Context: an optimization exercise on an open-source flow, tuned for small area and a short achievable clock period. The choices shown serve that exercise and are no tape-out recipe. The clock port is modelled as an ideal driver, which makes a skipped or thinned clock tree look cheaper than it is; a real chip needs a root buffer or a tree. Power is estimated from default activity; no workload was simulated.

Design FIFO, start of the top module:
module FIFO(
	input [7:0] DATA_IN,
	input READ, WRITE, CLEAR_N, RESET_N, CLOCK,
	output reg [7:0] DATA_OUT,
	output reg [4:0] USE_DW,
	output reg F_FULL_N, F_EMPTY_N
);
For scale: roughly 850 cells after synthesis, about 360 flip-flops, ~28 I/O pins.
==> module FIFO, before the edit <==
module FIFO(
	input [7:0] DATA_IN,
	input READ, WRITE, CLEAR_N, RESET_N, CLOCK,
	output reg [7:0] DATA_OUT,
	output reg [4:0] USE_DW,
	output reg F_FULL_N, F_EMPTY_N
);
reg [255:0] sr;       
reg [7:0]   pd;       
reg         pv;       
reg [31:0]  sel;      
reg [31:0]  rd;        
reg [3:0]   rdq;       
reg         rdp;      
wire rst_n = RESET_N & CLEAR_N;
wire rst   = ~rst_n;
wire wa = WRITE & (READ ? F_EMPTY_N : F_FULL_N);
wire rr = READ & F_EMPTY_N;
always @(posedge CLOCK) begin
	pd <= DATA_IN;
	pv <= wa & ~rst;
end
always @(posedge CLOCK)
	if (pv)
		sr <= {sr[247:0], pd};
wire [31:0] sel_r1 = ({32{pv}} & sel) | ({32{~pv}} & {sel[0], sel[31:1]});    
wire [31:0] sel_r0 = ({32{pv}} & {sel[30:0], sel[31]}) | ({32{~pv}} & sel);   
always @(posedge CLOCK)
	sel <= ({32{rst_n}} & (({32{rr}} & sel_r1) | ({32{~rr}} & sel_r0))) | {rst, 31'd0};
reg [31:0] oldest;
integer s, q;
always @* begin
	oldest = 32'd0;
	for (s = 0; s < 32; s = s + 1)
		oldest[8*(s/8) +: 8] = oldest[8*(s/8) +: 8] | ({8{sel[s]}} & sr[8*s +: 8]);
end
always @(posedge CLOCK) begin
	rd <= oldest;
	for (q = 0; q < 4; q = q + 1)
		rdq[q] <= |sel[8*q +: 8];
	rdp <= pv & sel[31];
end
reg [7:0] rdsel;
always @* begin
	rdsel = 8'd0;
	for (q = 0; q < 4; q = q + 1)
		rdsel = rdsel | ({8{rdq[q]}} & rd[8*q +: 8]);
end
always @(posedge CLOCK)
	if (~F_EMPTY_N & WRITE & READ)
		DATA_OUT <= DATA_IN;
	else if (rdp)
		DATA_OUT <= sr[7:0];
	else
		DATA_OUT <= rdsel;
reg [3:0] nlo;
reg [7:0] nhi;
function [4:0] enc;
	input [3:0] l;
	input [7:0] h;
	begin
		enc[0] = l[1] | l[3];
		enc[1] = l[2] | l[3];
		enc[2] = h[1] | h[3] | h[5] | h[7];
		enc[3] = h[2] | h[3] | h[6] | h[7];
		enc[4] = h[4] | h[5] | h[6] | h[7];
	end
endfunction
wire inc  = WRITE & ~READ & F_FULL_N;
wire dec  = READ & ~WRITE & F_EMPTY_N;
wire hold = ~inc & ~dec;
wire [3:0] nlo_up = {nlo[2:0], nlo[3]};
wire [7:0] nhi_up = nlo[3] ? {nhi[6:0], nhi[7]} : nhi;
wire [3:0] nlo_dn = {nlo[0], nlo[3:1]};
wire [7:0] nhi_dn = nlo[0] ? {nhi[0], nhi[7:1]} : nhi;
wire [4:0] cnt_up = enc(nlo_up, nhi_up);
wire [4:0] cnt_dn = enc(nlo_dn, nhi_dn);
wire       c31 = nlo[3] & nhi[7];    
wire       c1  = nlo[1] & nhi[0];    
always @(posedge CLOCK) begin
	nlo       <= {3'b000, rst} | ({4{rst_n}} & (({4{inc}} & nlo_up) | ({4{dec}} & nlo_dn) | ({4{hold}} & nlo)));
	nhi       <= {7'b0, rst} | ({8{rst_n}} & (({8{inc}} & nhi_up) | ({8{dec}} & nhi_dn) | ({8{hold}} & nhi)));
	USE_DW    <= {5{rst_n}} & (({5{inc}} & cnt_up) | ({5{dec}} & cnt_dn) | ({5{hold}} & USE_DW));
	F_FULL_N  <= ~(rst_n & ((inc & c31) | (hold & ~F_FULL_N)));
	F_EMPTY_N <= rst_n & ~((dec & c1) | (hold & ~F_EMPTY_N));
end
endmodule
Settings: LEC_CHECK=0, CAP_MARGIN=20, CORE_MARGIN=2, CORE_UTILIZATION=60, CTS_BUF_LIST=sky130_fd_sc_hd__clkbuf_8, CTS_CLUSTER_DIAMETER=60, CTS_CLUSTER_SIZE=18, SETUP_SLACK_MARGIN=1.1, SLEW_MARGIN=20; clock period 2.5 ns.
standard.sh (not shown) runs the stock make flow with config.mk's settings and CLKGATE_MAP_FILE= SYNTH_SCRIPT=/design/flow/synth_recipe.tcl, a recipe that flattens the netlist after the stock synthesis.
==> flow/flow/run.sh <==
#!/bin/bash
# Standard ORFS layout, except that the clock tree is built by manual_cts.tcl:
# a two-level inverter tree (one root inverter, one leaf inverter per cluster
# of flip-flops) in place of TritonCTS's buffer tree.
set -euo pipefail
here=$(cd "$(dirname "$0")" && pwd)
export PRE_CTS_TCL="$here/manual_cts.tcl"
export PRE_RESIZE_TCL="$here/max_fanout.tcl"
export BUFFER_PORTS_ARGS="-buffer_cell sky130_fd_sc_hd__buf_2"
bash standard.sh > standard.log 2>&1
Other scripts of this flow, unchanged in this note and not shown: flow/flow/manual_cts.tcl, flow/flow/max_fanout.tcl
Rerun with:
--- a/flow/design.v
+++ b/flow/design.v
@@ -51,37 +51,24 @@
 		DATA_OUT <= DATA_IN;
 	else if (rdp)
 		DATA_OUT <= sr[7:0];
 	else
 		DATA_OUT <= rdsel;
-reg [3:0] nlo;
-reg [7:0] nhi;
-function [4:0] enc;
-	input [3:0] l;
-	input [7:0] h;
-	begin
-		enc[0] = l[1] | l[3];
-		enc[1] = l[2] | l[3];
-		enc[2] = h[1] | h[3] | h[5] | h[7];
-		enc[3] = h[2] | h[3] | h[6] | h[7];
-		enc[4] = h[4] | h[5] | h[6] | h[7];
+wire n31 = pv ? sel[29] : sel[30];
+wire n1  = pv ? sel[31] : sel[0];
+wire inc = WRITE & ~READ & F_FULL_N;
+wire dec = READ & ~WRITE & F_EMPTY_N;
+always @(posedge CLOCK)
+	if (rst) begin
+		USE_DW    <= 5'd0;
+		F_FULL_N  <= 1'b1;
+		F_EMPTY_N <= 1'b0;
+	end else if (inc) begin
+		USE_DW    <= USE_DW + 5'd1;
+		F_FULL_N  <= ~n31;
+		F_EMPTY_N <= 1'b1;
+	end else if (dec) begin
+		USE_DW    <= USE_DW - 5'd1;
+		F_FULL_N  <= 1'b1;
+		F_EMPTY_N <= ~n1;
 	end
-endfunction
-wire inc  = WRITE & ~READ & F_FULL_N;
-wire dec  = READ & ~WRITE & F_EMPTY_N;
-wire hold = ~inc & ~dec;
-wire [3:0] nlo_up = {nlo[2:0], nlo[3]};
-wire [7:0] nhi_up = nlo[3] ? {nhi[6:0], nhi[7]} : nhi;
-wire [3:0] nlo_dn = {nlo[0], nlo[3:1]};
-wire [7:0] nhi_dn = nlo[0] ? {nhi[0], nhi[7:1]} : nhi;
-wire [4:0] cnt_up = enc(nlo_up, nhi_up);
-wire [4:0] cnt_dn = enc(nlo_dn, nhi_dn);
-wire       c31 = nlo[3] & nhi[7];    
-wire       c1  = nlo[1] & nhi[0];    
-always @(posedge CLOCK) begin
-	nlo       <= {3'b000, rst} | ({4{rst_n}} & (({4{inc}} & nlo_up) | ({4{dec}} & nlo_dn) | ({4{hold}} & nlo)));
-	nhi       <= {7'b0, rst} | ({8{rst_n}} & (({8{inc}} & nhi_up) | ({8{dec}} & nhi_dn) | ({8{hold}} & nhi)));
-	USE_DW    <= {5{rst_n}} & (({5{inc}} & cnt_up) | ({5{dec}} & cnt_dn) | ({5{hold}} & USE_DW));
-	F_FULL_N  <= ~(rst_n & ((inc & c31) | (hold & ~F_FULL_N)));
-	F_EMPTY_N <= rst_n & ~((dec & c1) | (hold & ~F_EMPTY_N));
-end
 endmodule
=> The changed run produced a clean layout. Die area falls by a few percent. Register-to-register slack gets worse by 190 ps. Total power came out lower by a few percent. Sequential cell count fell by 12. Routed wire length goes down slightly. Synthesized cell count drops by roughly a tenth. Core utilization increases by 2.1 points. Final cell count is lower by a few percent. Setup slack loses 270 ps. Hold slack stays flat. Sequential share of layout area shrinks by 1.4 points.
No functional check of the RTL was part of any run of this note. In every run of this note, the design's own scripts or RTL, not TritonCTS, make the clock network.

==> separate check: timing with driven ports <==
Ports are ideal in the flow. The routed layouts listed here were re-timed in OpenROAD. Step 1 sets driving cells, clkbuf_16 on the clock port and buf_2 on the other inputs (assumed; they add their load-dependent delay and slew). Step 2 moves the port delays by t, midway between the first and last clock arrival at a register: inputs arrive t later, outputs are due t later. That takes back most of the time a late clock gives input paths. Three values: ideal, step 1, step 2; two values: the first two.
run	t (ns)	setup WS [ns]	worst setup path at the end	latest minus earliest clock arrival (ns)	worst data-port slew with drivers (ns)
the first run	0.304	1.040 / 1.074 / 0.848	input to register	0.035 / 0.035	0.06
the second run	0.299	0.774 / 0.876 / 0.577	input to register	0.030 / 0.030	0.08
After both steps setup and hold are still met in every run listed. The setup slack of the second run, which loses most, moves by +0.102 ns with the drivers and by -0.197 ns with both steps.
